This design comes from an exercise in tuning for small area on the open sky130 flow, not from production work. Function was checked by simulation only, so behaviour that the tests miss may differ from the original. Power figures rest on the tool's default switching activity, not on a simulated workload.

<file path="constraint.sdc">
create_clock -name core_clock -period 10.0 [get_ports {clk}]
set_input_delay 2.0000 -clock core_clock [delete_from_list [all_inputs] [get_ports {clk}]]
set_output_delay 2.0000 -clock core_clock [all_outputs]
set_load 0.01 [all_outputs]
</file>
<file path="run.sh">
#!/bin/bash
# synth_recipe.tcl (not shown) runs the flow's synth.tcl, then flattens the netlist and writes it again
# the make line also repeats each setting of config.mk as NAME=value (left out here)
make -C /OpenROAD-flow-scripts/flow DESIGN_CONFIG=/design/flow/config.mk WORK_HOME=/design/flow/orfs CLKGATE_MAP_FILE= SYNTH_SCRIPT=/design/flow/synth_recipe.tcl finish
</file>
<file path="config.mk">
export PLATFORM = sky130hd
export DESIGN_NAME = dac8734_ctrl
export DESIGN_NICKNAME = dac8734_ctrl
export VERILOG_FILES = /design/flow/design.v
export SDC_FILE = /design/flow/constraint.sdc
export NUM_CORES = 4
export LEC_CHECK = 0
export CAP_MARGIN = 20
export CORE_MARGIN = 2
export CORE_UTILIZATION = 40
export CTS_CLUSTER_DIAMETER = 100
export CTS_CLUSTER_SIZE = 25
export SLEW_MARGIN = 20
</file>
<file path="design.v">
`timescale 1ns / 1ps
module ascii2hex(
    input [7:0] ascii_input,
    output [3:0] hex_output,
	 output error
    );
	wire [3:0] hex_data;
	assign hex_data = ((ascii_input >= "0") & (ascii_input <= "9"))? ascii_input - "0" :
								( 
									(ascii_input >= "A" & ascii_input <= "F") ? ascii_input - "A" + 8'hA :
									( 
										(ascii_input >= "a" & ascii_input <= "f") ? ascii_input - "a" + 8'hA : 4'h0
									)
								);
	assign hex_output = hex_data;
	assign error = (ascii_input < "0") | ((ascii_input > "9") & (ascii_input < "A")) | 
						((ascii_input > "F") & (ascii_input < "a")) | (ascii_input > "f");
endmodule
`timescale 1ns / 1ps
module hex2ascii(
    input [3:0] hex_input,
    output [7:0] ascii_output
    );
	assign ascii_output = ((hex_input < 4'hA) ? "0" : "A"-8'h0A) +{4'h0, hex_input};
endmodule
module async_receiver(clk, rst, RxD, RxD_data_ready, RxD_data);
input clk, rst, RxD;
output reg RxD_data_ready;   
output reg [7:0] RxD_data;
reg [11:0] acc;
reg Baud8Tick;
always @(posedge clk)
    if (rst) {Baud8Tick, acc} <= 13'd0;
    else {Baud8Tick, acc} <= {1'b0, acc} + 13'd151;
reg [1:0] RxD_sync_inv;
always @(posedge clk) if(rst) RxD_sync_inv <= 0; else if(Baud8Tick) RxD_sync_inv <= {RxD_sync_inv[0], ~RxD};
reg [1:0] RxD_cnt_inv;
reg RxD_bit_inv;
always @(posedge clk)
if(rst)
begin
	RxD_cnt_inv <= 0;
	RxD_bit_inv <= 0;
end
else if(Baud8Tick)
begin
	if( RxD_sync_inv[1] && RxD_cnt_inv!=2'b11) RxD_cnt_inv <= RxD_cnt_inv + 2'h1;
	else
	if(~RxD_sync_inv[1] && RxD_cnt_inv!=2'b00) RxD_cnt_inv <= RxD_cnt_inv - 2'h1;
	if(RxD_cnt_inv==2'b00) RxD_bit_inv <= 1'b0;
	else
	if(RxD_cnt_inv==2'b11) RxD_bit_inv <= 1'b1;
end
reg [3:0] state;
reg [3:0] bit_spacing;
wire next_bit = (bit_spacing==4'd10);
always @(posedge clk)
if(rst || state==0)
	bit_spacing <= 4'b0000;
else
if(Baud8Tick)
	bit_spacing <= {bit_spacing[2:0] + 4'b0001} | {bit_spacing[3], 3'b000};
always @(posedge clk)
if(rst)
	state <= 4'b0000;
else if(Baud8Tick)
case(state)
	4'b0000: if(RxD_bit_inv) state <= 4'b1000;   
	4'b1000: if(next_bit) state <= 4'b1001;   
	4'b1001: if(next_bit) state <= 4'b1010;   
	4'b1010: if(next_bit) state <= 4'b1011;   
	4'b1011: if(next_bit) state <= 4'b1100;   
	4'b1100: if(next_bit) state <= 4'b1101;   
	4'b1101: if(next_bit) state <= 4'b1110;   
	4'b1110: if(next_bit) state <= 4'b1111;   
	4'b1111: if(next_bit) state <= 4'b0001;   
	4'b0001: if(next_bit) state <= 4'b0000;   
	default: state <= 4'b0000;
endcase
always @(posedge clk)
if(Baud8Tick && next_bit && state[3]) RxD_data <= {~RxD_bit_inv, RxD_data[7:1]};
always @(posedge clk)
if(rst)
	RxD_data_ready <= 1'b0;
else
	RxD_data_ready <= (Baud8Tick && next_bit && state==4'b0001 && ~RxD_bit_inv);   
endmodule
module async_transmitter(clk, rst, TxD_start, TxD_data, TxD, TxD_busy);
input clk, rst, TxD_start;
input [7:0] TxD_data;
output TxD, TxD_busy;
reg [14:0] acc;
reg BaudTick;
wire TxD_busy;
always @(posedge clk)
    if (rst) {BaudTick, acc} <= 16'd0;
    else if (TxD_busy) {BaudTick, acc} <= {1'b0, acc} + 16'd151;
reg [3:0] state;
wire TxD_ready = (state==0);
assign TxD_busy = ~TxD_ready;
reg [7:0] TxD_dataReg;
always @(posedge clk) if(TxD_ready & TxD_start) TxD_dataReg <= TxD_data;
always @(posedge clk)
if(rst) state <= 4'b0000; else
case(state)
	4'b0000: if(TxD_start) state <= 4'b0001;
	4'b0001: if(BaudTick) state <= 4'b0100;
	4'b0100: if(BaudTick) state <= 4'b1000;   
	4'b1000: if(BaudTick) state <= 4'b1001;   
	4'b1001: if(BaudTick) state <= 4'b1010;   
	4'b1010: if(BaudTick) state <= 4'b1011;   
	4'b1011: if(BaudTick) state <= 4'b1100;   
	4'b1100: if(BaudTick) state <= 4'b1101;   
	4'b1101: if(BaudTick) state <= 4'b1110;   
	4'b1110: if(BaudTick) state <= 4'b1111;   
	4'b1111: if(BaudTick) state <= 4'b0010;   
	4'b0010: if(BaudTick) state <= 4'b0011;   
	4'b0011: if(BaudTick) state <= 4'b0000;   
	default: if(BaudTick) state <= 4'b0000;
endcase
wire muxbit = TxD_dataReg[state[2:0]];
reg TxD;
always @(posedge clk) if(rst) TxD <= 1'b0; else TxD <= (state<4) | (state[3] & muxbit);
endmodule
`timescale 1ns / 1ps
module tx_fifo (
    input  wire       clk,
    input  wire       rst,
    input  wire [7:0] din,
    input  wire       wr_en,
    input  wire       rd_en,
    output wire [7:0] dout,
    output wire       empty
);
reg [511:0] mem;
reg [6:0] count;
reg [5:0] wptr;
reg [7:0] slot0;
wire full = count[6];
assign empty = (count == 7'd0);
wire [5:0] head = count[5:0] - 6'd1;
assign dout = empty ? slot0 : mem[8*head +: 8];
wire wr = wr_en && !full;
wire rd = rd_en && !empty;
always @(posedge clk)
    if (wr && !rst) begin
        mem <= {mem[503:0], din};
        if (wptr == 6'd0) slot0 <= din;
    end
always @(posedge clk)
    if (rst) begin
        count <= 7'd0;
        wptr <= 6'd0;
    end
    else begin
        count <= count + {6'd0, wr} - {6'd0, rd};
        if (wr) wptr <= wptr + 6'd1;
    end
endmodule
`timescale 1ns / 1ps
module data_receiver
    #(
      parameter BTF_RX_BUFFER_COUNT_WIDTH = 6,
      parameter BTF_RX_BUFFER_BYTES = 32,
      parameter BTF_RX_BUFFER_WIDTH = 8 * BTF_RX_BUFFER_BYTES
      )
    (
    input RxD,
    input clk,
    input rst,
    output btf_wr,                   
    output [7:0] btf_byte,
    output btf_commit,               
    output reg [BTF_RX_BUFFER_COUNT_WIDTH-1:0] BTF_Length,
    output [13:0] CMD_Hit,           
    output CMD_Ready,
    output esc_char_detected,
    output reg [1:0] esc_char,       
    output reg wrong_format
    );
	wire [7:0] usbdata ;
	wire usbready ;
	async_receiver RXUSB(.clk(clk), .rst(rst), .RxD(RxD), .RxD_data_ready(usbready), .RxD_data(usbdata));
	wire [3:0] hexadecimal_value;
	wire non_hexadecimal;
	ascii2hex ascii2hex_moudule(.ascii_input(usbdata), .hex_output(hexadecimal_value), .error(non_hexadecimal));
    wire is_dle = (usbdata == 8'h10);
    wire is_C = (usbdata == "C");
    wire is_R = (usbdata == "R");
    wire is_T = (usbdata == "T");
    wire is_A = (usbdata == "A");
    wire is_W = (usbdata == "W");
    reg esc_detect;    
    reg esc_found;     
    assign esc_char_detected = esc_found;
    always @ (posedge clk)
        if (rst) begin
            esc_detect <= 1'b0;
            esc_found <= 1'b0;
        end
        else begin
            esc_found <= 1'b0;
            if (esc_found) begin
                esc_detect <= 1'b0;
            end
            else if (usbready) begin
                if (!esc_detect) begin
                    esc_detect <= is_dle;
                end
                else begin
                    esc_detect <= 1'b0;
                    esc_found <= is_C | is_R | is_A | is_W;
                end
            end
        end
    always @ (posedge clk)
        if (usbready & esc_detect & ~esc_found)
            esc_char <= {is_A | is_W, is_R | is_W};
	reg [3:0] main_state;
	localparam MAIN_IDLE = 4'h0;
	localparam MAIN_BTF_READ_NUM_DIGITS = 4'h1;
	localparam MAIN_BTF_READ_BYTE_COUNT = 4'h2;
	localparam MAIN_BTF_READ_RAW_DATA = 4'h3;
    localparam MAIN_BTF_READ_RAW_DATA_ESC_DETECTED = 4'h4;
	localparam MAIN_BTF_CHECK_TERMINATOR = 4'h5;
	localparam MAIN_BTF_EXECUTION = 4'h6;
    localparam MAIN_CMD_READ_BYTE_COUNT = 4'h7;
    localparam MAIN_CMD_READ_ASCII_STRING = 4'h8;
    localparam MAIN_CMD_READ_ASCII_STRING_ESC_DETECTED = 4'h9;
	localparam MAIN_CMD_CHECK_TERMINATOR = 4'ha;
	localparam MAIN_CMD_EXECUTION = 4'hb;
    localparam MAIN_ESC_CHAR_DETECTED = 4'hc;
    localparam MAIN_WRONG_FORMAT = 4'hd;
    localparam MAIN_IDLE_FIRST_ESC_DETECTED = 4'he;
	reg [5:0] cnt_rem;
	reg [5:0] cnt_act;
    wire [3:0] cmd_actual_byte_count = cnt_act[3:0];
    reg term_ptr;    
    assign CMD_Ready = (main_state == MAIN_CMD_EXECUTION);
    wire active = !rst && !esc_char_detected && usbready;
    assign btf_byte = usbdata;
    assign btf_wr = active && (main_state == MAIN_BTF_READ_RAW_DATA);
    wire term_ok = (usbdata == (term_ptr ? 8'd10 : 8'd13));
    assign btf_commit = active && (main_state == MAIN_BTF_CHECK_TERMINATOR) && term_ok && term_ptr;
    localparam NCMD = 14;
    localparam [8*14-1:0] S1  = "*IDN?";
    localparam [8*14-1:0] S2  = {8'h10, "TEST", 8'h10};
    localparam [8*14-1:0] S3  = "WRITE REG";
    localparam [8*14-1:0] S4  = "SET CONFIG";
    localparam [8*14-1:0] S5  = "RESET";
    localparam [8*14-1:0] S6  = "LDAC";
    localparam [8*14-1:0] S7  = "LDAC LENGTH";
    localparam [8*14-1:0] S8  = "ADJ INTENSITY";
    localparam [8*14-1:0] S9  = "READ INTENSITY";
    localparam [8*14-1:0] S10 = "CAPTURE BTF";
    localparam [8*14-1:0] S11 = "BTF READ COUNT";
    localparam [8*14-1:0] S12 = "READ BTF";
    localparam [8*14-1:0] S13 = "UPDATE BITS";
    localparam [8*14-1:0] S14 = "READ BITS";
    localparam [8*14*NCMD-1:0] SALL = {S14, S13, S12, S11, S10, S9, S8, S7, S6, S5, S4, S3, S2, S1};
    localparam [4*NCMD-1:0] LALL = {4'd9, 4'd11, 4'd8, 4'd14, 4'd11, 4'd14, 4'd13, 4'd11, 4'd4, 4'd5, 4'd10, 4'd9, 4'd6, 4'd5};
    reg [3:0] cmd_k;
    wire [NCMD-1:0] first_hit;    
    wire [NCMD-1:0] next_ok;      
    genvar gk, gp;
    generate
        for (gk = 0; gk < NCMD; gk = gk + 1) begin : match_gen
            localparam [3:0] LEN = LALL[4*gk +: 4];
            wire [LEN-1:0] pos_ok;
            assign pos_ok[0] = 1'b0;
            for (gp = 1; gp < LEN; gp = gp + 1) begin : pos_gen
                assign pos_ok[gp] = (cmd_actual_byte_count == gp) &&
                                    (usbdata == SALL[8*14*gk + 8*(LEN-1-gp) +: 8]);
            end
            assign first_hit[gk] = (cnt_rem[3:0] == LEN) && (usbdata == SALL[8*14*gk + 8*(LEN-1) +: 8]);
            assign next_ok[gk] = (cmd_k == gk + 1) && (|pos_ok);
        end
    endgenerate
    reg [3:0] k_first;
    integer ki;
    always @(*) begin
        k_first = 4'd0;
        for (ki = 0; ki < NCMD; ki = ki + 1)
            if (first_hit[ki]) k_first = k_first | (ki + 1);
    end
    wire k_ok = |next_ok;
    wire [NCMD-1:0] cmd_hit;
    generate
        for (gk = 0; gk < NCMD; gk = gk + 1) begin : hit_gen
            assign cmd_hit[gk] = (cmd_k == gk + 1);
        end
    endgenerate
    assign CMD_Hit = cmd_hit;
    always @ (posedge clk)
        if (rst) begin
            main_state <= MAIN_IDLE;
            wrong_format <= 1'b0;
            BTF_Length <= 0;
        end
        else if (esc_char_detected == 1'b1) begin
            main_state <= MAIN_ESC_CHAR_DETECTED;
            wrong_format <= 1'b0;
        end
        else begin
            case (main_state)
                MAIN_IDLE: begin
                        wrong_format <= 1'b0;
                        if (usbready == 1) begin
                            if (usbdata[7:0] == "#")
                                main_state <= MAIN_BTF_READ_NUM_DIGITS;
                            else if (usbdata[7:0] == "!")
                                main_state <=  MAIN_CMD_READ_BYTE_COUNT;
                            else if (is_dle)
                                main_state <=  MAIN_IDLE_FIRST_ESC_DETECTED;
                            else
                                main_state <= MAIN_WRONG_FORMAT;
                        end
                    end
                MAIN_IDLE_FIRST_ESC_DETECTED:
                    if (usbready == 1) begin
                        if (!(is_C | is_R | is_T | is_A | is_W))
                            main_state <= MAIN_WRONG_FORMAT;
                        else
                            main_state <= MAIN_IDLE;
                    end
                MAIN_BTF_READ_NUM_DIGITS:
                    if (usbready == 1) begin
                        if (non_hexadecimal == 0) begin
                            cnt_act <= {2'b00, hexadecimal_value[3:0]};
                            main_state <= MAIN_BTF_READ_BYTE_COUNT;
                            cnt_rem <= 0;
                        end
                        else
                            main_state <= MAIN_WRONG_FORMAT;
                    end
                MAIN_BTF_READ_BYTE_COUNT:
                    if  (usbready == 1) begin
                        if (non_hexadecimal == 0) begin
                            cnt_rem <= {cnt_rem[1:0], hexadecimal_value[3:0]};
                            cnt_act <= cnt_act - 6'd1;
                            if (cnt_act[3:0] == 4'h1) begin
                                main_state <= MAIN_BTF_READ_RAW_DATA;
                                cnt_act <= 6'h0;
                            end
                        end
                        else
                            main_state <= MAIN_WRONG_FORMAT;
                    end
                MAIN_BTF_READ_RAW_DATA:
                    if  (usbready == 1) begin
                        cnt_rem <= cnt_rem - 6'd1;
                        cnt_act <= cnt_act + 6'd1;
                        if (is_dle)
                            main_state <= MAIN_BTF_READ_RAW_DATA_ESC_DETECTED;
                        else if (cnt_rem == 6'h1) begin
                            main_state <= MAIN_BTF_CHECK_TERMINATOR;
                            term_ptr <= 1'b0;
                        end
                    end
                MAIN_BTF_READ_RAW_DATA_ESC_DETECTED:
                    if  (usbready == 1) begin
                        if (is_dle) begin
                            if (cnt_rem == 6'h0) begin
                                main_state <= MAIN_BTF_CHECK_TERMINATOR;
                                term_ptr <= 1'b0;
                            end
                            else
                                main_state <= MAIN_BTF_READ_RAW_DATA;
                        end
                        else
                            main_state <= MAIN_WRONG_FORMAT;
                    end
                MAIN_BTF_CHECK_TERMINATOR:
                    if  (usbready == 1) begin
                        if (term_ok) begin
                            if (term_ptr) begin
                                main_state <= MAIN_BTF_EXECUTION;
                                term_ptr <= 1'b0;
                                BTF_Length <= cnt_act;
                            end
                            else
                                term_ptr <= 1'b1;
                        end
                        else
                            main_state <= MAIN_WRONG_FORMAT;
                    end
                MAIN_BTF_EXECUTION:
                    main_state <= MAIN_IDLE;
                MAIN_CMD_READ_BYTE_COUNT:
                    if  (usbready == 1'b1) begin
                        if (non_hexadecimal == 1'b0) begin
                            cnt_rem <= {2'b00, hexadecimal_value[3:0]};
                            main_state <= MAIN_CMD_READ_ASCII_STRING;
                            cnt_act <= 6'd0;
                        end
                        else
                            main_state <= MAIN_WRONG_FORMAT;
                    end
                MAIN_CMD_READ_ASCII_STRING:
                    if  (usbready == 1) begin
                        cnt_rem <= cnt_rem - 6'd1;
                        cnt_act <= cnt_act + 6'd1;
                        if (is_dle)
                            main_state <= MAIN_CMD_READ_ASCII_STRING_ESC_DETECTED;
                        else if (cnt_rem[3:0] == 4'd1) begin
                            main_state <= MAIN_CMD_CHECK_TERMINATOR;
                            term_ptr <= 1'b0;
                        end
                    end
                MAIN_CMD_READ_ASCII_STRING_ESC_DETECTED:
                    if  (usbready == 1) begin
                        if (is_dle) begin
                            if (cnt_rem[3:0] == 4'd0) begin
                                main_state <= MAIN_CMD_CHECK_TERMINATOR;
                                term_ptr <= 1'b0;
                            end
                            else
                                main_state <= MAIN_CMD_READ_ASCII_STRING;
                        end
                        else
                            main_state <= MAIN_WRONG_FORMAT;
                    end
                MAIN_CMD_CHECK_TERMINATOR:
                    if  (usbready == 1) begin
                        if (term_ok) begin
                            if (term_ptr) begin
                                main_state <= MAIN_CMD_EXECUTION;
                                term_ptr <= 1'b0;
                            end
                            else
                                term_ptr <= 1'b1;
                        end
                        else
                            main_state <= MAIN_WRONG_FORMAT;
                    end
                MAIN_CMD_EXECUTION:
                    main_state <= MAIN_IDLE;
                MAIN_ESC_CHAR_DETECTED:
                    main_state <= MAIN_IDLE;
                MAIN_WRONG_FORMAT: begin
                        wrong_format <= 1'b1;
                        main_state <= MAIN_IDLE;
                    end
                default:
                    main_state <= MAIN_IDLE;
            endcase
        end
    always @ (posedge clk)
        if (!rst && !esc_char_detected && usbready && main_state == MAIN_CMD_READ_ASCII_STRING)
            cmd_k <= (cmd_actual_byte_count == 4'd0) ? k_first : (k_ok ? cmd_k : 4'd0);
endmodule
module btf_rings(
    input clk,
    input rst,
    input rx_wr,              
    input [7:0] rx_byte,      
    input commit,             
    input capture,            
    input s_ok,               
    input [4:0] rd_j,         
    output reg [31:0] S,      
    output [7:0] B_out,       
    output [4:0] B_k,         
    output [7:0] rd_byte
);
    reg [255:0] R, B, C;
    reg [4:0] ph;
    reg clr;                  
    reg [4:0] hR, hB, hC;
    reg rx_pend;
    reg cb_req, cb_act, cc_req, cc_act;
    reg [3:0] s_pend;         
    wire wr_now = rx_pend && (ph == hR + 5'd1);
    wire zero = rst | clr;
    wire [7:0] R_out = R[255:248];
    assign B_out = B[255:248];
    assign B_k = hB - ph;
    wire [7:0] C_out = C[255:248];
    always @(posedge clk) begin
        R <= {R[247:0], zero ? 8'h00 : (wr_now ? rx_byte : R_out)};
        B <= {B[247:0], zero ? 8'h00 : (cb_act ? R_out : B_out)};
        C <= {C[247:0], zero ? 8'h00 : (cc_act ? B_out : C_out)};
    end
    always @(posedge clk)
        if (rst) begin
            ph <= 5'd0;
            clr <= 1'b1;
            hR <= 5'd0;
            hB <= 5'd0;
            hC <= 5'd0;
            rx_pend <= 1'b0;
            cb_req <= 1'b0;
            cb_act <= 1'b0;
            cc_req <= 1'b0;
            cc_act <= 1'b0;
            s_pend <= 4'd0;
            S <= 32'd0;
        end
        else begin
            ph <= ph + 5'd1;
            if (ph == 5'd31) clr <= 1'b0;
            if (rx_wr) rx_pend <= 1'b1;
            else if (wr_now) begin
                rx_pend <= 1'b0;
                hR <= hR + 5'd1;
            end
            if (commit) cb_req <= 1'b1;
            else if (cb_req && ph == 5'd31) begin
                cb_req <= 1'b0;
                cb_act <= 1'b1;
                hB <= hR;
            end
            else if (cb_act && ph == 5'd31) begin
                cb_act <= 1'b0;
                s_pend <= 4'hf;
            end
            if (s_ok && B_k[4:2] == 3'b000 && s_pend[B_k[1:0]]) begin
                S[8*B_k[1:0] +: 8] <= B_out;
                s_pend[B_k[1:0]] <= 1'b0;
            end
            if (capture) cc_req <= 1'b1;
            else if (cc_req && ph == 5'd31) begin
                cc_req <= 1'b0;
                cc_act <= 1'b1;
                hC <= hB;
            end
            else if (cc_act && ph == 5'd31) cc_act <= 1'b0;
        end
    wire [4:0] rd_pos = ph - hC - 5'd2 - rd_j;
    assign rd_byte = C[8*rd_pos +: 8];
endmodule
`timescale 1ns / 1ps
module data_sender
(
    input clk,
    input rst,
    output TxD,
    input esc_char_detected,
    input [1:0] esc_char,             
    input wrong_format,
    input [2:0] tx1_kind,
    input TX_buffer1_ready,
    input TX_buffer2_ready,
    output [4:0] cap_rd_j,            
    input [7:0] cap_rd_byte,
    input [5:0] BTF_read_count,
    input [5:0] BTF_Length,
    input [7:0] LED_intensity,
    input [31:0] patterns
);
    localparam [2:0] K_WF = 3'd0, K_RSTAT = 3'd1, K_IDN = 3'd2, K_TEST = 3'd3,
                     K_WLEN = 3'd4, K_LED = 3'd5, K_UNK = 3'd6, K_PAT = 3'd7;
	reg TX_buffer1_ready_delay;
	reg TX_buffer2_ready_delay;
	wire TX_buffer1_PosEdge = TX_buffer1_ready & ~TX_buffer1_ready_delay;
	wire TX_buffer2_PosEdge = TX_buffer2_ready & ~TX_buffer2_ready_delay;
    always @ (posedge clk)
        if (rst) begin
            TX_buffer1_ready_delay <= 1'b0;
            TX_buffer2_ready_delay <= 1'b0;
        end
        else begin
            TX_buffer1_ready_delay <= TX_buffer1_ready;
            TX_buffer2_ready_delay <= TX_buffer2_ready;
        end
    reg reset_FIFO;
    reg [7:0] FIFO_din;
    reg FIFO_wr_en;
    reg FIFO_rd_en;
    wire [7:0] FIFO_dout;
    wire FIFO_empty;
    tx_fifo transmitter_FIFO(
    .clk(clk),
    .rst(reset_FIFO | rst),
    .din(FIFO_din),
    .wr_en(FIFO_wr_en),
    .rd_en(FIFO_rd_en),
    .dout(FIFO_dout),
    .empty(FIFO_empty)
  );
    reg [1:0] src;
    reg [6:0] idx;       
    wire [2:0] kind = (src == 2'd0) ? K_WF : (src == 2'd1) ? K_RSTAT : tx1_kind;
    function [7:0] hexc(input [3:0] v);
        hexc = ((v < 4'hA) ? "0" : "A"-8'h0A) + {4'h0, v};
    endfunction
    function [7:0] str_byte(input [8*14-1:0] s, input [3:0] n, input [3:0] i);
        str_byte = s[8*(n-1-i) +: 8];
    endfunction
    reg [7:0] b1_byte;
    reg [4:0] b1_len;
    always @(*) begin
        b1_byte = 8'h00;
        b1_len = 5'd0;
        case (kind)
            K_WF: begin
                b1_len = 5'd14;
                b1_byte = str_byte("!CWrong format", 4'd14, idx[3:0]);
            end
            K_RSTAT: begin
                b1_len = 5'd5;
                case (idx[2:0])
                    3'd0: b1_byte = patterns[31:24];
                    3'd1: b1_byte = patterns[23:16];
                    3'd2: b1_byte = patterns[15:8];
                    3'd3: b1_byte = patterns[7:0];
                    default: b1_byte = 8'h00;
                endcase
            end
            K_IDN: begin
                b1_len = 5'd11;
                b1_byte = str_byte("!9DAC v1_10", 4'd11, idx[3:0]);
            end
            K_TEST: begin
                b1_len = 5'd12;
                b1_byte = str_byte("!ATest rec'd", 4'd12, idx[3:0]);
            end
            K_WLEN: begin
                b1_len = 5'd15;
                b1_byte = (idx[3:0] == 4'd14) ? {2'b00, BTF_Length} : str_byte("!DWrong length", 4'd14, idx[3:0]);
            end
            K_LED: begin
                b1_len = 5'd3;
                b1_byte = (idx[1:0] == 2'd0) ? "!" : (idx[1:0] == 2'd1) ? "1" : LED_intensity;
            end
            K_UNK: begin
                b1_len = 5'd13;
                b1_byte = str_byte("!BUnknown CMD", 4'd13, idx[3:0]);
            end
            K_PAT: begin
                b1_len = 5'd6;
                case (idx[2:0])
                    3'd0: b1_byte = "!";
                    3'd1: b1_byte = "4";
                    3'd2: b1_byte = patterns[31:24];
                    3'd3: b1_byte = patterns[23:16];
                    3'd4: b1_byte = patterns[15:8];
                    default: b1_byte = patterns[7:0];
                endcase
            end
        endcase
    end
    wire b1_more = (idx[4:0] != b1_len);
    reg [7:0] b2_byte;
    always @(*) begin
        if (idx[6]) begin
            case (idx[2:0])
                3'd3: b2_byte = "#";
                3'd4: b2_byte = "3";
                3'd5: b2_byte = "0";
                3'd6: b2_byte = hexc({2'b00, BTF_read_count[5:4]});
                default: b2_byte = hexc(BTF_read_count[3:0]);
            endcase
        end
        else if (idx[5])
            b2_byte = 8'h00;
        else
            b2_byte = cap_rd_byte;
    end
    assign cap_rd_j = idx[4:0];
    wire b2_more = (idx != {1'b0, BTF_read_count});
	localparam [3:0] MAIN_FIFO_INITIALIZE = 4'd0;
	localparam [3:0] MAIN_FIFO_INITIALIZE_WAIT = 4'd1;
	localparam [3:0] MAIN_IDLE = 4'd2;
    localparam [3:0] MAIN_ESC_CHAR_SEND = 4'd3;
    localparam [3:0] MAIN_SEND_FINISH = 4'd4;
	localparam [3:0] MAIN_BUFFER1_SEND = 4'd5;
	localparam [3:0] MAIN_BUFFER2_SEND = 4'd6;
	localparam [3:0] MAIN_SEND_TERMINATOR = 4'd7;
    localparam [3:0] MAIN_ESC_DETECTED = 4'd8;
	reg [3:0] main_state;
    reg esc_already_encountered;
    wire [7:0] head = (main_state == MAIN_BUFFER2_SEND) ? b2_byte : b1_byte;
    wire more = (main_state == MAIN_BUFFER2_SEND) ? b2_more : b1_more;
    always @ (posedge clk)
        if (rst) begin
            main_state <= MAIN_FIFO_INITIALIZE;
            esc_already_encountered <= 1'b0;
            reset_FIFO <= 1'b0;
            FIFO_wr_en <= 1'b0;
        end
        else if (esc_char_detected == 1'b1) begin
            if (esc_char != 2'd2) begin    
                reset_FIFO <= 1'b1;
                FIFO_wr_en <= 1'b0;
                src <= esc_char;
                main_state <= MAIN_ESC_DETECTED;
                idx <= 7'd15;
            end
        end
        else begin
            case (main_state)
                MAIN_FIFO_INITIALIZE: begin
                        main_state <= MAIN_FIFO_INITIALIZE_WAIT;
                        reset_FIFO <= 1'b1;
                        FIFO_wr_en <= 1'b0;
                        idx <= 7'd15;
                    end
                MAIN_FIFO_INITIALIZE_WAIT: begin
                        reset_FIFO <= 1'b0;
                        if (idx[3:0] == 4'd0)
                            main_state <= MAIN_IDLE;
                        else
                            idx <= idx - 7'd1;
                    end
                MAIN_IDLE:
                    if (wrong_format == 1'b1) begin
                        main_state <= MAIN_BUFFER1_SEND;
                        src <= 2'd0;
                        idx <= 7'd0;
                    end
                    else if (TX_buffer1_PosEdge == 1'b1) begin
                        main_state <= MAIN_BUFFER1_SEND;
                        src <= 2'd2;
                        idx <= 7'd0;
                    end
                    else if (TX_buffer2_PosEdge == 1'b1) begin
                        main_state <= MAIN_BUFFER2_SEND;
                        idx <= 7'd123;
                        esc_already_encountered <= 1'b0;
                    end
                MAIN_ESC_DETECTED: begin
                        reset_FIFO <= 1'b0;
                        if (idx[3:0] == 4'd0) begin
                            main_state <= MAIN_ESC_CHAR_SEND;
                            FIFO_din <= 8'h10;
                            FIFO_wr_en <= 1'b1;
                        end
                        else
                            idx <= idx - 7'd1;
                    end
                MAIN_ESC_CHAR_SEND: begin
                        FIFO_din <= (src == 2'd0) ? "C" : (src == 2'd1) ? "R" : "W";
                        FIFO_wr_en <= 1'b1;
                        if (src == 2'd1) begin    
                            main_state <= MAIN_BUFFER1_SEND;
                            idx <= 7'd0;
                        end
                        else
                            main_state <= MAIN_SEND_FINISH;
                    end
                MAIN_SEND_FINISH: begin
                        main_state <= MAIN_IDLE;
                        FIFO_wr_en <= 1'b0;
                    end
                MAIN_BUFFER1_SEND, MAIN_BUFFER2_SEND:
                    if (more) begin
                        FIFO_din <= head;
                        FIFO_wr_en <= 1'b1;
                        if ((head == 8'h10) && (esc_already_encountered == 1'b0))
                            esc_already_encountered <= 1'b1;
                        else begin
                            esc_already_encountered <= 1'b0;
                            idx <= idx + 7'd1;
                        end
                    end
                    else begin
                        main_state <= MAIN_SEND_TERMINATOR;
                        FIFO_din <= 8'h0d;
                        FIFO_wr_en <= 1'b1;
                        idx <= 7'd1;
                    end
                MAIN_SEND_TERMINATOR:
                    if (idx[1]) begin
                        main_state <= MAIN_IDLE;
                        FIFO_wr_en <= 1'b0;
                    end
                    else begin
                        FIFO_din <= 8'h0a;
                        FIFO_wr_en <= 1'b1;
                        idx <= 7'd2;
                    end
                default:
                    main_state <= MAIN_IDLE;
		endcase
	end
	wire TxD_busy;
	reg TxD_start;
	async_transmitter TXUSB(.clk(clk), .rst(rst), .TxD(TxD), .TxD_busy(TxD_busy), .TxD_start(TxD_start),
									.TxD_data(FIFO_dout));
	reg [1:0] transmitter_state;
	localparam [1:0] TX_IDLE = 2'd0;
	localparam [1:0] TX_WAIT1 = 2'd1;
	localparam [1:0] TX_WAIT2 = 2'd2;
    always @ (posedge clk)
        if (rst) begin
            transmitter_state <= TX_IDLE;
            TxD_start <= 1'b0;
            FIFO_rd_en <= 1'b0;
        end
        else
        case (transmitter_state)
            TX_IDLE:
                if (FIFO_empty != 1'b1) begin
                    TxD_start <= 1'b1;
                    transmitter_state <= TX_WAIT1;
                end
                else
                    TxD_start <= 1'b0;
            TX_WAIT1:
                begin
                    TxD_start <= 1'b0;
                    FIFO_rd_en <= 1'b1;
                    transmitter_state <= TX_WAIT2;
                end
            TX_WAIT2:
                begin
                    FIFO_rd_en <= 1'b0;
                    if (TxD_busy == 1'b0)
                        transmitter_state <= TX_IDLE;
                end
            default:
                transmitter_state <= TX_IDLE;
		endcase
endmodule
`timescale 1ns / 1ps
module clock_divider(
    input wire CLK100MHZ,
    input wire reset,
    input wire [7:0] divide,
    input wire count_enable,
    output wire count_end
    );
reg[7:0] count;
assign count_end = (count == 8'h0);
always @(posedge CLK100MHZ) begin
    begin
        if(count_enable == 1'b1) begin
            count[7:0] <= count[7:0] - 8'h1;
            if( count[7:0] == 8'h0 ) begin
                count[7:0] <= {1'b0,divide[7:1]} - 8'h1;
            end
        end
        else begin
            count[7:0] <= {1'b0,divide[7:1]} - 8'h1;
        end
    end
end
endmodule
`timescale 1ns / 1ps
module shift_register_out(
    input wire CLK100MHZ,
    input wire reset,
    input wire lsb_first,
    input wire data_load,
    input wire [31:0] data_in,
    input wire write,
    output wire sdo
    );
reg [5:0] k;     
always @(posedge CLK100MHZ)
    if (reset || write)
        k <= 6'd0;
    else if (data_load && k != 6'd33)
        k <= k + 6'd1;
wire [4:0] j = k[4:0] - 5'd1;                   
wire [4:0] sel = lsb_first ? j : ~j;
assign sdo = (k != 6'd0) && (k[5] == 1'b0 || k[4:0] == 5'd0) && data_in[sel];
endmodule
`timescale 1ns / 1ps
module shift_register_in(
    input wire CLK100MHZ,
    input wire reset,
    input wire lsb_first,
    input wire data_load,
    input wire sdi,
    input wire clear_register,
    output wire [31:0] data_out
    );
reg[31:0] data;
assign data_out[31:0] = data[31:0];
always@(posedge CLK100MHZ) begin
    if(reset) begin
        data[31:0] <= 32'h0;
    end
    else begin
        if( clear_register == 1'b1) begin
            data[31:0] <= 32'b0;
        end
        else if(data_load == 1'b1) begin
            if(lsb_first == 1'b1) begin
                data[31:0] <= {data[30:0], sdi};
            end
            else begin
                data[31:0] <= {sdi,data[31:1]};
            end
        end
    end
end
endmodule
`timescale 1ns / 1ps
module spi_fsm_module
#(
    parameter NUM_CS = 1
)
(
    input  wire CLK100MHZ,
    input  wire reset,
    input  wire [31:0] spi_word,
    input  wire spi_config_selected,
    input  wire spi_data_selected,
    output wire busy,
    output wire loading,            
    output wire sdo,
    output wire cpol,
    output wire cspol,
    output wire slave_en,
    output wire cs_next,
    output wire sck_next,
    output wire[NUM_CS-1:0] cs_val
);
reg config_lsb_first;
reg config_slave_en;
reg config_end_spi;
reg[7:0] config_cs;
reg[4:0] config_length;
reg config_cspol;
reg config_cpol;
reg config_cpha;
reg[7:0] clk_div;
reg busy_state;
reg spi_start;
reg [4:0] data_remain;
reg data_load;
reg sck_next_state;
reg cs_next_state;
reg spi_counter_state;
reg initialize_reg;
wire spi_counter_end;
wire reduced_config_cpha = config_cpha ^ config_slave_en;
localparam [2:0] IDLE = 3'd0, LOW = 3'd1, HIGH = 3'd2, WAIT_LOW = 3'd3,
                 LAST_HIGH = 3'd4, LAST_LOW = 3'd5, EXTEND_LOW = 3'd6;
reg [2:0] spi_fsm_state;
assign busy = busy_state;
assign loading = initialize_reg;
assign cpol = config_cpol;
assign cspol = config_cspol;
assign slave_en = config_slave_en;
assign cs_next = cs_next_state;
assign sck_next = sck_next_state;
assign cs_val[NUM_CS-1:0] = config_cs[NUM_CS-1:0];
clock_divider clock_divider_0 (
    .CLK100MHZ(CLK100MHZ),
    .reset(reset),
    .divide(clk_div),
    .count_enable(spi_counter_state),
    .count_end(spi_counter_end)
);
shift_register_out shift_register_out_0(
    .CLK100MHZ(CLK100MHZ),
    .reset(reset),
    .lsb_first(config_lsb_first),
    .data_load(data_load),
    .data_in(spi_word),
    .write(initialize_reg),
    .sdo(sdo)
);
always @(posedge CLK100MHZ) begin
    if(reset) begin
        spi_start <= 1'b0;
        {config_lsb_first, config_slave_en, config_end_spi, config_cs, config_length, config_cspol, config_cpol, config_cpha, clk_div} <= 27'h0;
    end
    else begin
        if( spi_config_selected & ~busy_state) begin
            {config_lsb_first, config_slave_en, config_end_spi} <= spi_word[31:29];
            {config_cs, config_length, config_cspol, config_cpol, config_cpha, clk_div} <= spi_word[23:0];
        end
        spi_start <= spi_data_selected & ~busy_state;
    end
end
always @(posedge CLK100MHZ) begin
    if(reset) begin
        busy_state <= 1'b0;
        spi_fsm_state <= IDLE;
        data_load <= 1'b0;
        sck_next_state <= 1'b0;
        cs_next_state <= 1'b0;
        spi_counter_state <= 1'b0;
        initialize_reg <= 1'b0;
    end
    else begin
        case(spi_fsm_state)
            IDLE:
            begin
                data_remain[4:0] <= config_length[4:0];
                if(spi_start == 1'b1) begin
                    busy_state <= 1'b1;
                    cs_next_state <= 1'b1;
                    if(reduced_config_cpha == 1'b0) begin
                        data_load <= 1'b1;
                        spi_fsm_state <= LOW;
                    end
                    else begin
                        data_load <= 1'b0;
                        spi_fsm_state <= EXTEND_LOW;
                    end
                    spi_counter_state <= 1'b1;
                    sck_next_state <= 1'b0;
                    initialize_reg <= 1'b0;
                end
                else begin
                    cs_next_state <= 1'b0;
                    sck_next_state <= 1'b0;
                    busy_state <= spi_data_selected;
                    data_load <= 1'b0;
                    spi_counter_state <= 1'b0;
                    initialize_reg <= 1'b1;
                end
            end
            LOW:
            begin
                initialize_reg <= 1'b0;
                if(spi_counter_end == 1'b1) begin
                    spi_fsm_state <= (data_remain[4:0] == 5'h0) ? LAST_HIGH : HIGH;
                    sck_next_state <= 1'b1;
                    data_load <= reduced_config_cpha;
                end
                else begin
                    sck_next_state <= 1'b0;
                    data_load <= 1'b0;
                end
            end
            HIGH:
            begin
                if( spi_counter_end == 1'b1 ) begin
                    data_remain[4:0] <= data_remain[4:0] - 5'h1;
                    spi_fsm_state <= LOW;
                    data_load <= ~reduced_config_cpha;
                    sck_next_state <= 1'b0;
                end
                else begin
                    sck_next_state <= 1'b1;
                    data_load <= 1'b0;
                end
            end
            WAIT_LOW:
            begin
                data_remain[4:0] <= config_length[4:0];
                if(spi_start == 1'b1) begin
                    busy_state <= 1'b1;
                    if(reduced_config_cpha == 1'b0) begin
                        spi_fsm_state <= LOW;
                        data_load <= 1'b1;
                    end
                    else begin
                        spi_fsm_state <= EXTEND_LOW;
                        data_load <= 1'b0;
                    end
                    spi_counter_state <= 1'b1;
                    initialize_reg <= 1'b0;
                    sck_next_state <= 1'b0;
                end
                else begin
                    initialize_reg <= 1'b1;
                    spi_counter_state <= 1'b0;
                    busy_state <= 1'b0;
                    data_load <= 1'b0;
                    sck_next_state <= 1'b0;
                end
            end
            LAST_HIGH:
            begin
                if(spi_counter_end == 1'b1) begin
                    spi_fsm_state <= LAST_LOW;
                    if( reduced_config_cpha == 1'b1 )
                        data_load <= 1'b0;
                    else if( config_slave_en == 1'b0)
                        data_load <= 1'b1;
                    sck_next_state <= 1'b0;
                end
                else begin
                    sck_next_state <= 1'b1;
                    data_load <= 1'b0;
                end
            end
            LAST_LOW:
            begin
                sck_next_state <= 1'b0;
                data_load <= 1'b0;
                if(spi_counter_end == 1'b1) begin
                    busy_state <= 1'b1;
                    if(config_end_spi == 1'b1) begin
                        spi_fsm_state <= IDLE;
                        cs_next_state <= 1'b0;
                    end
                    else
                        spi_fsm_state <= WAIT_LOW;
                end
            end
            EXTEND_LOW:
            begin
                initialize_reg <= 1'b0;
                sck_next_state <= 1'b0;
                data_load <= 1'b0;
                if(spi_counter_end == 1'b1)
                    spi_fsm_state <= LOW;
            end
            default: ;
        endcase
    end
end
endmodule
`timescale 1ns / 1ps
module spi_multiple_single_output
#(
    parameter NUM_CS = 1
)
(
    input wire CLK100MHZ,
    input wire cpol,
    input wire cspol,
    input wire slave_en,
    input wire cs_next,
    input wire sdo,
    input wire sck_next,
    input wire [NUM_CS - 1:0]cs_val,
    output wire io_out,
    output wire io_oe,
    output wire sck,
    output wire [NUM_CS - 1:0] cs
);
genvar i;
reg sck_buffer;
reg[NUM_CS -1 :0] cs_buffer;
generate
    for (i = 0; i < NUM_CS; i = i + 1) begin : io_buf_gen
        always @(posedge CLK100MHZ) begin
            cs_buffer[i] <= ~ ( cspol ^( cs_next && cs_val[i] ));
        end
    end
endgenerate
assign io_out = sdo;
assign io_oe = ~slave_en;
assign sck = sck_buffer;
assign cs[NUM_CS-1:0] = cs_buffer[NUM_CS-1:0];
always @(posedge CLK100MHZ) begin
    sck_buffer <= sck_next ^ cpol;
end
endmodule
`timescale 1ns / 1ps
module dac8734_ctrl(
    input  wire       clk,
    input  wire       reset,
    input  wire       uart_rxd,
    output wire       uart_txd,
    output wire       sck,
    output wire [7:0] cs,
    output wire       io_out,
    output wire       io_oe,
    output wire       ldac_n
);
localparam NUM_CS = 8;
localparam C_IDN = 0, C_TEST = 1, C_WRITE_REG = 2, C_SET_CONFIG = 3, C_RESET = 4,
           C_LDAC = 5, C_LDAC_LENGTH = 6, C_ADJ_INTENSITY = 7, C_READ_INTENSITY = 8,
           C_CAPTURE_BTF = 9, C_BTF_READ_COUNT = 10, C_READ_BTF = 11,
           C_UPDATE_BITS = 12, C_READ_BITS = 13;
localparam [2:0] K_IDN = 3'd2, K_TEST = 3'd3, K_WLEN = 3'd4, K_LED = 3'd5,
                 K_UNK = 3'd6, K_PAT = 3'd7;
wire [31:0] BTF_Buffer;       
wire [7:0] B_out;
wire [4:0] B_k;
wire btf_wr, btf_commit;
wire [7:0] btf_byte;
wire btf_capture;
wire upd_set;
wire [4:0] cap_rd_j;
wire [7:0] cap_rd_byte;
wire [5:0] BTF_Length;
wire [13:0] CMD_Hit;
wire CMD_Ready;
wire esc_char_detected;
wire [1:0] esc_char;
wire wrong_format;
data_receiver receiver(
    .RxD                                (uart_rxd),
    .clk                                (clk),
    .rst                                (reset),
    .btf_wr                             (btf_wr),
    .btf_byte                           (btf_byte),
    .btf_commit                         (btf_commit),
    .BTF_Length                         (BTF_Length),
    .CMD_Hit                            (CMD_Hit),
    .CMD_Ready                          (CMD_Ready),
    .esc_char_detected                  (esc_char_detected),
    .esc_char                           (esc_char),
    .wrong_format                       (wrong_format)
);
btf_rings rings(
    .clk                                (clk),
    .rst                                (reset),
    .rx_wr                              (btf_wr),
    .rx_byte                            (btf_byte),
    .commit                             (btf_commit),
    .capture                            (btf_capture),
    .s_ok                               (spi_loading),
    .rd_j                               (cap_rd_j),
    .S                                  (BTF_Buffer),
    .B_out                              (B_out),
    .B_k                                (B_k),
    .rd_byte                            (cap_rd_byte)
);
reg [2:0] tx1_kind;
reg TX_buffer1_ready;
reg TX_buffer2_ready;
reg [5:0] BTF_read_count;
reg [7:0] LED_intensity;
reg [31:0] patterns;
data_sender sender(
    .clk                                    (clk),
    .rst                                    (reset),
    .TxD                                    (uart_txd),
    .esc_char_detected                      (esc_char_detected),
    .esc_char                               (esc_char),
    .wrong_format                           (wrong_format),
    .tx1_kind                               (tx1_kind),
    .TX_buffer1_ready                       (TX_buffer1_ready),
    .TX_buffer2_ready                       (TX_buffer2_ready),
    .cap_rd_j                               (cap_rd_j),
    .cap_rd_byte                            (cap_rd_byte),
    .BTF_read_count                         (BTF_read_count),
    .BTF_Length                             (BTF_Length),
    .LED_intensity                          (LED_intensity),
    .patterns                               (patterns)
);
reg spi_reset;
reg spi_config_selected;
reg spi_data_selected;
wire busy;
wire spi_loading;
wire sdo;
wire cpol;
wire cspol;
wire slave_en;
wire cs_next;
wire sck_next;
wire [NUM_CS-1:0] cs_val;
spi_fsm_module #(
    .NUM_CS                              (NUM_CS)
) spi_fsm_inst (
    .CLK100MHZ                           (clk),
    .reset                               (spi_reset | reset),
    .spi_word                            (BTF_Buffer[31:0]),
    .spi_config_selected                 (spi_config_selected),
    .spi_data_selected                   (spi_data_selected),
    .busy                                (busy),
    .loading                             (spi_loading),
    .sdo                                 (sdo),
    .cpol                                (cpol),
    .cspol                               (cspol),
    .slave_en                            (slave_en),
    .cs_next                             (cs_next),
    .sck_next                            (sck_next),
    .cs_val                              (cs_val)
);
spi_multiple_single_output #(
    .NUM_CS                              (NUM_CS)
) spi_mso_inst (
    .CLK100MHZ                           (clk),
    .cpol                                (cpol),
    .cspol                               (cspol),
    .slave_en                            (slave_en),
    .cs_next                             (cs_next),
    .sdo                                 (sdo),
    .sck_next                            (sck_next),
    .cs_val                              (cs_val),
    .io_out                              (io_out),
    .io_oe                               (io_oe),
    .sck                                 (sck),
    .cs                                  (cs)
);
reg ldac_bar;
assign ldac_n = ldac_bar;
reg [7:0] ldac_length;
reg [7:0] ldac_pause_count;
reg upd_pend, upd_act;
wire upd_now = (upd_pend && B_k == 5'd7) || upd_act;
wire [1:0] upd_m = B_k[1:0];            
wire [7:0] upd_data = BTF_Buffer[8*upd_m +: 8];
always @(posedge clk)
    if (reset) begin
        upd_pend <= 1'b0;
        upd_act <= 1'b0;
        patterns <= 32'd0;
    end
    else begin
        if (upd_set) upd_pend <= 1'b1;
        else if (upd_pend && B_k == 5'd7) begin
            upd_pend <= 1'b0;
            upd_act <= 1'b1;
        end
        else if (upd_act && B_k == 5'd4) upd_act <= 1'b0;
        if (upd_now)
            patterns[8*upd_m +: 8] <= (patterns[8*upd_m +: 8] & ~B_out) | (B_out & upd_data);
    end
localparam [2:0] MAIN_IDLE = 3'd0,
                 MAIN_SPI_CONFIG = 3'd1,
                 MAIN_RESET = 3'd2,
                 MAIN_DAC_WAIT_FOR_BUSY_ON = 3'd3,
                 MAIN_DAC_WAIT_FOR_BUSY_OFF = 3'd4,
                 MAIN_DAC_LDAC_PAUSE = 3'd5,
                 MAIN_DAC_LDAC_OFF = 3'd6,
                 MAIN_UNKNOWN_CMD = 3'd7;
reg [2:0] main_state;
assign upd_set = !reset && !esc_char_detected && main_state == MAIN_IDLE && CMD_Ready && CMD_Hit[C_UPDATE_BITS];
assign btf_capture = !reset && !esc_char_detected && main_state == MAIN_IDLE && CMD_Ready && CMD_Hit[C_CAPTURE_BTF];
always @ (posedge clk) begin
    if (reset) begin
        main_state <= MAIN_IDLE;
        TX_buffer1_ready <= 1'b0;
        TX_buffer2_ready <= 1'b0;
        LED_intensity <= 8'd0;
        spi_reset <= 1'b0;
        spi_config_selected <= 1'b0;
        spi_data_selected <= 1'b0;
        ldac_bar <= 1'b1;
        ldac_length <= 8'd40;
        BTF_read_count <= 'd0;
    end
    else if (esc_char_detected == 1'b1) begin
        if (esc_char == 2'd0) begin    
            TX_buffer1_ready <= 1'b0;
            TX_buffer2_ready <= 1'b0;
            main_state <= MAIN_IDLE;
            spi_reset <= 1'b0;
            spi_config_selected <= 1'b0;
            spi_data_selected <= 1'b0;
        end
    end
    else begin
        case (main_state)
            MAIN_IDLE: begin
                spi_config_selected <= 1'b0;
                spi_data_selected <= 1'b0;
                if (CMD_Ready == 1'b1) begin
                    if (CMD_Hit[C_IDN]) begin
                        tx1_kind <= K_IDN;
                        TX_buffer1_ready <= 1'b1;
                    end
                    else if (CMD_Hit[C_TEST]) begin
                        tx1_kind <= K_TEST;
                        TX_buffer1_ready <= 1'b1;
                    end
                    else if (CMD_Hit[C_WRITE_REG]) begin
                        if (BTF_Length != 6'd4) begin
                            tx1_kind <= K_WLEN;
                            TX_buffer1_ready <= 1'b1;
                        end
                        else if (busy != 1'b1) begin
                            main_state <= MAIN_DAC_WAIT_FOR_BUSY_ON;
                            spi_data_selected <= 1'b1;
                        end
                    end
                    else if (CMD_Hit[C_SET_CONFIG]) begin
                        if (BTF_Length != 6'd8) begin
                            tx1_kind <= K_WLEN;
                            TX_buffer1_ready <= 1'b1;
                        end
                        else if (busy != 1'b1) begin
                            main_state <= MAIN_SPI_CONFIG;
                            spi_config_selected <= 1'b1;
                        end
                    end
                    else if (CMD_Hit[C_RESET]) begin
                        spi_reset <= 1'b1;
                        main_state <= MAIN_RESET;
                    end
                    else if (CMD_Hit[C_LDAC]) begin
                        ldac_bar <= 1'b0;
                        ldac_pause_count <= ldac_length;
                        main_state <= MAIN_DAC_LDAC_PAUSE;
                    end
                    else if (CMD_Hit[C_LDAC_LENGTH]) begin
                        ldac_length <= BTF_Buffer[7:0];
                    end
                    else if (CMD_Hit[C_ADJ_INTENSITY]) begin
                        LED_intensity <= BTF_Buffer[7:0];
                    end
                    else if (CMD_Hit[C_READ_INTENSITY]) begin
                        tx1_kind <= K_LED;
                        TX_buffer1_ready <= 1'b1;
                    end
                    else if (CMD_Hit[C_CAPTURE_BTF]) begin
                    end
                    else if (CMD_Hit[C_BTF_READ_COUNT]) begin
                        BTF_read_count <= BTF_Buffer[5:0];
                    end
                    else if (CMD_Hit[C_READ_BTF]) begin
                        TX_buffer2_ready <= 1'b1;
                    end
                    else if (CMD_Hit[C_UPDATE_BITS]) begin
                    end
                    else if (CMD_Hit[C_READ_BITS]) begin
                        tx1_kind <= K_PAT;
                        TX_buffer1_ready <= 1'b1;
                    end
                    else begin
                        main_state <= MAIN_UNKNOWN_CMD;
                    end
                end
                else begin
                    TX_buffer1_ready <= 1'b0;
                    TX_buffer2_ready <= 1'b0;
                end
            end
            MAIN_DAC_WAIT_FOR_BUSY_ON: begin
                spi_data_selected <= 1'b0;
                if (busy != 1'b1)
                    main_state <= MAIN_DAC_WAIT_FOR_BUSY_OFF;
            end
            MAIN_DAC_WAIT_FOR_BUSY_OFF: begin
                if (busy != 1'b1)
                    main_state <= MAIN_IDLE;
            end
            MAIN_SPI_CONFIG : begin
                if (busy != 1'b1)
                    main_state <= MAIN_IDLE;
            end
            MAIN_DAC_LDAC_PAUSE: begin
                if (ldac_pause_count == 0)
                    main_state <= MAIN_DAC_LDAC_OFF;
                ldac_pause_count <= ldac_pause_count - 'd1;
            end
            MAIN_DAC_LDAC_OFF: begin
                ldac_bar <= 1'b1;
                main_state <= MAIN_IDLE;
            end
            MAIN_RESET: begin
                spi_reset <= 1'b0;
                main_state <= MAIN_IDLE;
            end
            MAIN_UNKNOWN_CMD: begin
                tx1_kind <= K_UNK;
                TX_buffer1_ready <= 1'b1;
                main_state <= MAIN_IDLE;
            end
        endcase
    end
end
endmodule
</file>
==> results of run 1 <==
[metrics by stage]
| stage | util [%] | power [mW] | TNS (ns) | hold WS [ns] | cells |
|---|---|---|---|---|---|
| after global placement | 41.8 | 11.2 | 0 | 0.310 | 6094 |
| after CTS | 43.3 | 14.7 | 0 | 0.309 | 6207 |
| after global routing | 43.3 | 15.3 | 0 | 0.316 | 6207 |
| after floorplan | - | 10.3 | -314.97 | 0.310 | 4347 |
| final | 43.3 | 14.5 | 0 | 0.301 | 6207 |
| after detailed placement | 41.8 | 11.3 | 0 | 0.312 | 6094 |
[worst max-delay path: stages (launching register included)]
cell,delay [ns]
dfxtp_1,0.48
inv_1,0.07
ha_1,0.35
xnor2_1,0.50
mux4_2,0.58
mux2_2,0.27
nand2_1,0.06
o21ai_0,0.12
mux2i_1,0.17
o32ai_1,0.11
clkdlybuf4s50_1,0.49
[worst max-delay path by stage]
stage	cells after the start	slack [ns]	start	endpoint
floorplan	5	-0.62	reset	sender.transmitter_FIFO.mem[0]
global placement	14	4.32	sender.idx[2]	sender.idx[4]
detailed placement	14	4.24	sender.idx[2]	sender.idx[4]
CTS	10	4.02	spi_fsm_inst.shift_register_out_0.k[0]	io_out
global route	10	3.81	spi_fsm_inst.shift_register_out_0.k[0]	io_out
finish	10	4.09	spi_fsm_inst.shift_register_out_0.k[0]	io_out
[layout by cell type, fill, tap and decap left out, drive strengths merged, types with 30 or more instances in the layout]
cell	Yosys	final
xnor2	70	70
edfxtp	588	588
nand2b	36	36
nand4	31	31
xor2	55	55
or3	30	30
o21ai	143	143
a21oi	200	200
ha	86	86
mux4	254	254
a22oi	91	91
dfxtp	1041	1041
mux2i	93	93
nand3	56	56
nor2	371	371
nor2b	52	52
buf	60	46
clkbuf	170	105
inv	88	91
nor3	73	73
nand2	300	300
[cell families (layout without fill, tap and decap cells)]
| kind of cell | count (synthesis) | after routing | synth area share (%) |
|---|---|---|---|
| buf+inv | 321 | 264 | 2.17 |
| compound gates | 723 | 723 | 8.12 |
| xor+xnor | 126 | 126 | 1.92 |
| mux | 370 | 370 | 11.7 |
| simple gates | 1082 | 1082 | 8.65 |
| fa+ha+maj | 96 | 96 | 2.15 |
| flops | 1629 | 1629 | 65.3 |
[per-layer routing]
layer | global-route usage [%] | routed length [um]
met2 | 24.2 | 54100
met1 | 22.5 | 56200
met3 | 2.10 | 5280
met5 | 0 | 0
met4 | 4.69 | 3150
[synthesized netlist by cell type (9+ instances only)]
master,count
a211o_1,13
a211oi_1,27
a21oi_1,200
a221oi_1,18
a222oi_1,12
a22o_1,12
a22oi_1,91
a31oi_1,25
and2_1,17
and3_1,20
buf_1,32
buf_2,21
clkbuf_1,168
dfxtp_1,1041
edfxtp_1,588
fa_1,9
ha_1,86
inv_1,87
mux2_2,23
mux2i_1,93
mux4_2,249
nand2_1,300
nand2b_1,36
nand3_1,56
nand4_1,30
nor2_1,371
nor2b_1,52
nor3_1,71
nor3b_1,10
nor4_1,27
o2111ai_1,10
o211ai_1,14
o21ai_0,142
o21bai_1,11
o221ai_1,13
o22ai_1,22
or2_2,10
or3_1,30
xnor2_1,70
xor2_1,53
[report_power, final]
part / switching [mW] / internal, mW / total [mW]
Combinational: 2.08 / 1.48 / 3.56
Sequential: 0.224 / 7.29 / 7.51
Clock: 1.97 / 1.48 / 3.45
Total: 4.27 / 10.2 / 14.5
[layout make-up]
cell class,instances,area share (%)
clock buffer,105,3.25
timing repair buffer,60,0.839
sequential,1629,60.9
inverter,91,0.540
multi-input combinational,2397,30.5
clock inverter,8,0.172
tap,1917,3.79
==> metrics.yaml, run 1 <==
outcome: "complete, no violations"
grt_start_max_net_pins: 187
nets: 4352
syn-cell-area_um2: 59000
largest_reg_flops: 512
fmax_mhz: 169
r2r_start: "sender.idx[2]"
row_count: 140
fillCellCount: 13249
hp-start: "rings.R[187]"
final.min_clock_period_ns: 5.91
wirelength_um: 119000
ys_warn_count: 11
crit_type: "reg2out"
cts_resized: 0
worst_slew_pin_slew_ns: 1.14
yosysTopAreaCellShare_pct: 35.3
die_width_um: 388
cts_setup_buffers: 0
setup_viol: 0
worst-path-max-fanout: 7
grt_pass1_vias: 32290
synth_edf_count: 588
cp-start-kind: "flip-flop"
avgViaCountPerCell: 5.39
routed-via-count: 33474
gr-total-overflow: 0
avgSynthCellArea_um2: 13.6
ys_seq_area_share_pct: 65.3
synth_cell_types: 100
grt_pass1_wl_um: 188000
min_path_cells: 0
antenna_found_initial: 1
antenna_left: 0
synthArstFlopShare_pct: 0
drt_iter0_drc: 3292
postSynthCellCount: 4347
slew_headroom_pct: 23.5
cts-buffers-inserted: 75
die_h_um: 388
holdPathEnd: "rings.R[195]"
tritoncts: "yes"
cp.arrival_ns: 3.91
rr_endpoint: "sender.idx[5]"
cts_buffer_depth: 3
ir_worst_vdd_v: 0.000157
gp_congestion: 0.919
setup_slack_ns: 4.09
synth_ff_type: "dfxtp_1"
syn_to_final_growth_pct: 7.18
final-seq-area_um2: 38500
hpwlAfterDp_um: 76800
slew_viol_final: 0
leakagePower_nw: 21.2
drive_gt1_share_pct: 10.4
hold_buffers: 0
core_um2: 146000
ys_ff_latch: 1629
initial_core_util_pct: 40.4
multi_input_area_um2: 19300
insertion_delay_ns: 0.72
crit_path_end_kind: "primary output"
grtUsageTotal_pct: 15.5
die_area_um2: 151000
drc: 0
dp_worst_setup_slack_ns: 4.24
placed_cell_area_um2: 61100
regMostFlops: "sender.transmitter_FIFO.mem"
post-route-period-util_pct: 59.1
cts.clk_slew.worst_paths_ns: 0.10
maxCapViolCount: 0
rsz0062_at_grt: "false"
drt-pass1-iter-count: 7
cts-root-buf: "clkbuf_16"
io_pins: 16
reg2reg_setup_slack_ns: 4.22
wl_per_cell_um: 19.1
htree_levels: 3
p_per_area_nw_per_um2: 230
yosysTopAreaCell: "dfxtp_1"
antenna_cells: 0
critPathRequiredTime_ns: 8.00
skew_ns: 0.0394
clkSinkCount: 1629
synth_area_leaders: "dfxtp_1 35%, edfxtp_1 30%, mux4_2 9.5%"
synth_fp_nets: 4445
finalHoldViolations: 0
worstRegToRegCells: 14
hp-class: "reg2reg"
io_buffers: 15
final_cell_area_um2: 63200
==> inputs of run 2 (changes only) <==
==> flow/run.sh (new file) <==
#!/bin/bash
# Own layout flow: the standard layout (standard.sh), except that
# - the standard synthesis maps its combinational logic with an area-oriented
#   ABC script (flow/abc_area.script) instead of ORFS's speed script; the rest
#   of the synthesis, registers included, is unchanged: the only change is
#   the -script argument of yosys's abc call;
# - clock tree synthesis inserts no dummy loads and uses clkbuf_8 above the
#   sink clusters (CTS_ARGS, which ORFS's cts.tcl uses in place of its own).
# Each tool's output goes to a log file of its own in the work folder.
set -euo pipefail
W=$(pwd)
F="$W/flow"

# synthesis script: synth_recipe.tcl with abc's -script argument replaced
{
  echo "proc abc {args} { set i [lsearch \$args -script]; lset args [expr {\$i+1}] {$F/abc_area.script}; yosys abc {*}\$args }"
  cat "$W/synth_recipe.tcl"
} > "$W/own_synth.tcl"

# the standard make command with that synthesis script, for the synthesis only
sed "s#SYNTH_SCRIPT=[^ ]*#SYNTH_SCRIPT=$W/own_synth.tcl#" "$W/standard.sh" > "$W/own_synth.sh"
grep -q "SYNTH_SCRIPT=$W/own_synth.tcl" "$W/own_synth.sh"

bash "$W/own_synth.sh" synth > "$W/synth.log" 2>&1
# the rest of the standard layout, from the floorplan to the final DEF
B=sky130_fd_sc_hd__clkbuf
CTS="-sink_clustering_enable -repair_clock_nets -dont_use_dummy_load -sink_clustering_size 25 -sink_clustering_max_diameter 120 -tree_buf ${B}_8 -root_buf ${B}_8"
bash "$W/standard.sh" "CTS_ARGS=$CTS" finish > "$W/layout.log" 2>&1
test -f "$W/out/final.def"
==> flow/abc_area.script (new file) <==
&get -n
&st
&synch2
&dch -f
&nf -R 1000 -p -F 8 -A 4 -a
&put
==> standard.sh (new file) <==
#!/bin/bash
# synth_recipe.tcl (not shown) runs the flow's synth.tcl, then flattens the netlist and writes it again
# the make line also repeats each setting of config.mk as NAME=value (left out here)
make -C /OpenROAD-flow-scripts/flow DESIGN_CONFIG=/design/flow/config.mk WORK_HOME=/design/flow/orfs CLKGATE_MAP_FILE= SYNTH_SCRIPT=/design/flow/synth_recipe.tcl "${@:-finish}"
removed: run.sh
==> metrics.yaml, run 2 <==
drive_gt1_share_pct: 8.39  # -2.0 points
insertion_delay_ns: 0.87  # +0.15 ns
synthAdderAreaFrac_pct: 2.20  # +0.059 points
die_h_um: 381  # -1.7%
die_width_um: 381  # -1.7%
routed-via-count: 33582  # +0.32%
yosysTopAreaCellShare_pct: 36.6  # +1.3 points
synth_cell_types: 67  # -33%
ys_warn_count: 11  # unchanged
postSynthCellCount: 4196  # -3.5%
grt_pass1_wl_um: 186000  # -1.1%
cts.clk_slew.worst_paths_ns: 0.09  # about the same
clkSinkCount: 1629  # unchanged
synth_edf_count: 588  # unchanged
yosysMostFrequentCell: "dfxtp_1"
skew_ns: 0.102  # +0.0629 ns
htree_levels: 3  # unchanged
critPathLaunch: "sender.idx[0]"
setup_slack_ns: 3.69  # -0.406 ns
dpl.cell_count: 6154  # +0.98%
outcome: "complete, no violations"
drt_iter0_drc: 3123  # -5.1%
synthTopCellsByCount: "1041 x dfxtp_1, 588 x edfxtp_1, 413 x nor2_1"
synth_area_leaders: "dfxtp_1 37%, edfxtp_1 31%, mux4_2 8.5%"
ys_ff_latch: 1629  # unchanged
worst-path-max-fanout: 35  # +28
fin_setup_tns_ns: 0  # unchanged
hpwlAfterDp_um: 75100  # -2.2%
regMostFlops: "sender.transmitter_FIFO.mem"
synth_top_family_by_area: "multiplexers"
p_per_area_nw_per_um2: 240  # +4.7%
gr-total-overflow: 0  # unchanged
cts_buffer_depth: 3  # unchanged
antenna_left: 0  # unchanged
reg2reg_setup_slack_ns: 3.69  # -0.53 ns
synthMuxAreaShare_pct: 9.51  # -2.2 points
maxCapViolCount: 0  # unchanged
cts_setup_buffers: 0  # unchanged
synth_xor_area_share_pct: 1.84  # -0.075 points
avgViaCountPerCell: 5.39  # about the same
worstRegToRegCells: 14  # unchanged
grtUsageTotal_pct: 15.8  # +0.31 points
fmax_mhz: 158  # -6.4%
cts-buffers-inserted: 75  # unchanged
ir_worst_vdd_v: 0.000213  # +36%
syn-cell-area_um2: 57000  # -3.4%
largest_reg_flops: 512  # unchanged
worst_slew_pin_slew_ns: 1.16  # +0.0174 ns
slew_viol_final: 0  # unchanged
avgSynthCellArea_um2: 13.6  # about the same
row_count: 138  # -1.4%
cp-start-kind: "flip-flop"
initial_core_util_pct: 40.3  # -0.096 points
wirelength_um: 117000  # -1.5%
rsz0062_at_grt: "false"
tritoncts: "yes"
layout_common_cells: "1040 x dfxtp_1, 588 x edfxtp_1, 411 x nor2_1, 354 x nand2_1, 232 x a21oi_1"
final.min_clock_period_ns: 6.31  # +0.406 ns
wl_per_cell_um: 18.8  # -2.0%
final_cell_area_um2: 61800  # -2.2%
drc: 0  # unchanged
crit_path_end_kind: "flip-flop"
placed_cell_area_um2: 60000  # -1.7%
synth_compound_area_share_pct: 9.12  # +1.0 points
fillCellCount: 12739  # -3.8%
synth-simple-area-share_pct: 9.00  # +0.34 points
hp-class: "reg2reg"
r2r_start: "sender.idx[0]"
instances_no_fill: 6233  # +0.42%
drt-pass1-iter-count: 6  # -1
gp_congestion: 0.890  # -3.1%
yosysTopAreaCell: "dfxtp_1"
grt_pass1_vias: 32537  # +0.76%
hold_buffers: 0  # unchanged
grt_start_max_net_pins: 201  # +7.5%
post-route-period-util_pct: 63.1  # +4.1 points
crit_type: "reg2reg"
syn_to_final_growth_pct: 8.53
die_area_um2: 145000  # -3.4%
cp.arrival_ns: 6.87  # +2.96 ns
final_common_cell: "dfxtp_1"
rr_endpoint: "sender.idx[6]"
slew_headroom_pct: 22.9  # -0.58 points
dp_worst_setup_slack_ns: 3.67  # -0.570 ns
cts_resized: 0  # unchanged
cts-root-buf: "clkbuf_8"
ys_seq_area_share_pct: 67.6  # +2.3 points
io_pins: 16  # unchanged
synth_fp_nets: 4294  # -3.4%
core_um2: 141000  # -3.2%
synth_ff_type: "dfxtp_1"
cp-endpoint: "sender.idx[6]"
finalHoldViolations: 0  # unchanged
leakagePower_nw: 20.9  # -1.4%
critPathRequiredTime_ns: 10.56  # +2.56 ns
io_buffers: 15  # unchanged
nets: 4439  # +2.0%
antenna_found_initial: 2  # +1
synthArstFlopShare_pct: 0  # unchanged
setup_viol: 0  # unchanged
[run 2: cell types whose count changed after synthesis, sizes merged, moves of 38 or more]
cell,change
inv,-88
clkinv,+112
nor2,+42
clkbuf,-170
mux2i,-40
buf,-60
mux4,-38
o21ai,+48
nand2,+54
[run 2: area by class of cell]
type / count / area, um2 / share of cell area (%)
Tap cell: 1890 / 2360 / 3.82
Antenna cell: 4 / 10.0 / 0.0162
Clock buffer: 75 / 1780 / 2.87
Timing Repair Buffer: 68 / 572 / 0.925
Multi-Input combinational cell: 2452 / 18200 / 29.4
Sequential cell: 1629 / 38500 / 62.3
Inverter: 115 / 432 / 0.698
[run 2: report_power, final]
group | internal, mW | total, mW | switching (mW)
logic | 1.51 | 4.13 | 2.62
registers | 7.34 | 7.57 | 0.235
clock network | 1.26 | 3.15 | 1.90
[run 2: how the worst min path moves through the flow]
stage / slack [ns] / start / end / depth (start not counted)
global placement: 0.31 / rings.B[197] / rings.B[205] / 0
CTS: 0.28 / rings.R[202] / rings.R[210] / 0
floorplan: 0.31 / rings.B[92] / rings.B[100] / 0
global route: 0.28 / rings.R[202] / rings.R[210] / 0
finish: 0.28 / rings.R[202] / rings.R[210] / 0
detailed placement: 0.31 / rings.R[54] / rings.R[62] / 0
[run 2: logic make-up after synthesis]
kind of cell               count (synthesis)
AOI/OAI and AO/OA                        818
xor gates and xnor gates                 120
adders and majority gates                 95
buffers and inverters                    115
DFF                                     1629
muxes                                    271
and+or+nand+nor                         1148
[run 2: through the flow]
step                      util (%)  power (mW)  hold WS [ns]
final                         43.7        14.9         0.276
after global routing          43.7        15.7         0.278
after CTS                     43.7        15.0         0.279
after detailed placement      42.5        11.9         0.312
after global placement        42.4        11.8         0.310
after floorplan                  -        10.7         0.310
[run 2: worst max-delay path, cell delays in order (launching register included)]
cell and delay [ns]:
edfxtp_1 0.34, buf_4 0.28, clkinv_1 0.51, fa_4 1.50, buf_4 0.59, mux4_2 0.57, a22oi_1 0.23, nand2_1 0.10
o211ai_1 0.42, nand3_1 0.11, o21ai_0 0.17, nand2_1 0.09, nor4_1 0.68, nor3_1 0.16, o31a_1 0.24
[run 2: layer usage]
layer | routed length (um) | vias up | global-route usage, %
met2 | 53300 | 818 | 24.8
met1 | 54600 | 16636 | 22.7
li1 | - | 15964 | -
met4 | 3250 | 0 | 4.46
met5 | 0 | - | 0
met3 | 5780 | 164 | 2.62

-- afterwards: timing with drivers on the ports --
The flow's constraints put no driver on any port. The routed layouts listed below were extracted and timed again, unchanged, in two steps.
Step 1 (the two cells are an assumption about what drives the block):
set clk [get_ports {clk}]
set_driving_cell -lib_cell sky130_fd_sc_hd__clkbuf_16 $clk
set_driving_cell -lib_cell sky130_fd_sc_hd__buf_2 [delete_from_list [all_inputs] $clk]
Step 2 adds t to the input delays and takes it off the output delays; t is the mean of the earliest and latest rising clock arrival at the registers after step 1. Input paths then give back, and output paths get back, about the clock's delay inside the block.
Slacks: ideal / step 1 / step 2; pairs: ideal / step 1.
| run | t (ns) | slack for setup (ns) | worst hold slack (ns) | slew at the worst register clock pin (ns) | worst slew at a driven data input, ns |
|---|---|---|---|---|---|
| run 1 | 0.768 | 4.093 / 4.024 / 4.223 | 0.301 / 0.301 / 0.301 | 0.11 / 0.11 | 0.07 |
| run 2 | 0.890 | 3.687 / 3.687 / 3.687 | 0.276 / 0.276 / 0.276 | 0.10 / 0.10 | 0.07 |
After both steps setup and hold are still met in every run listed.
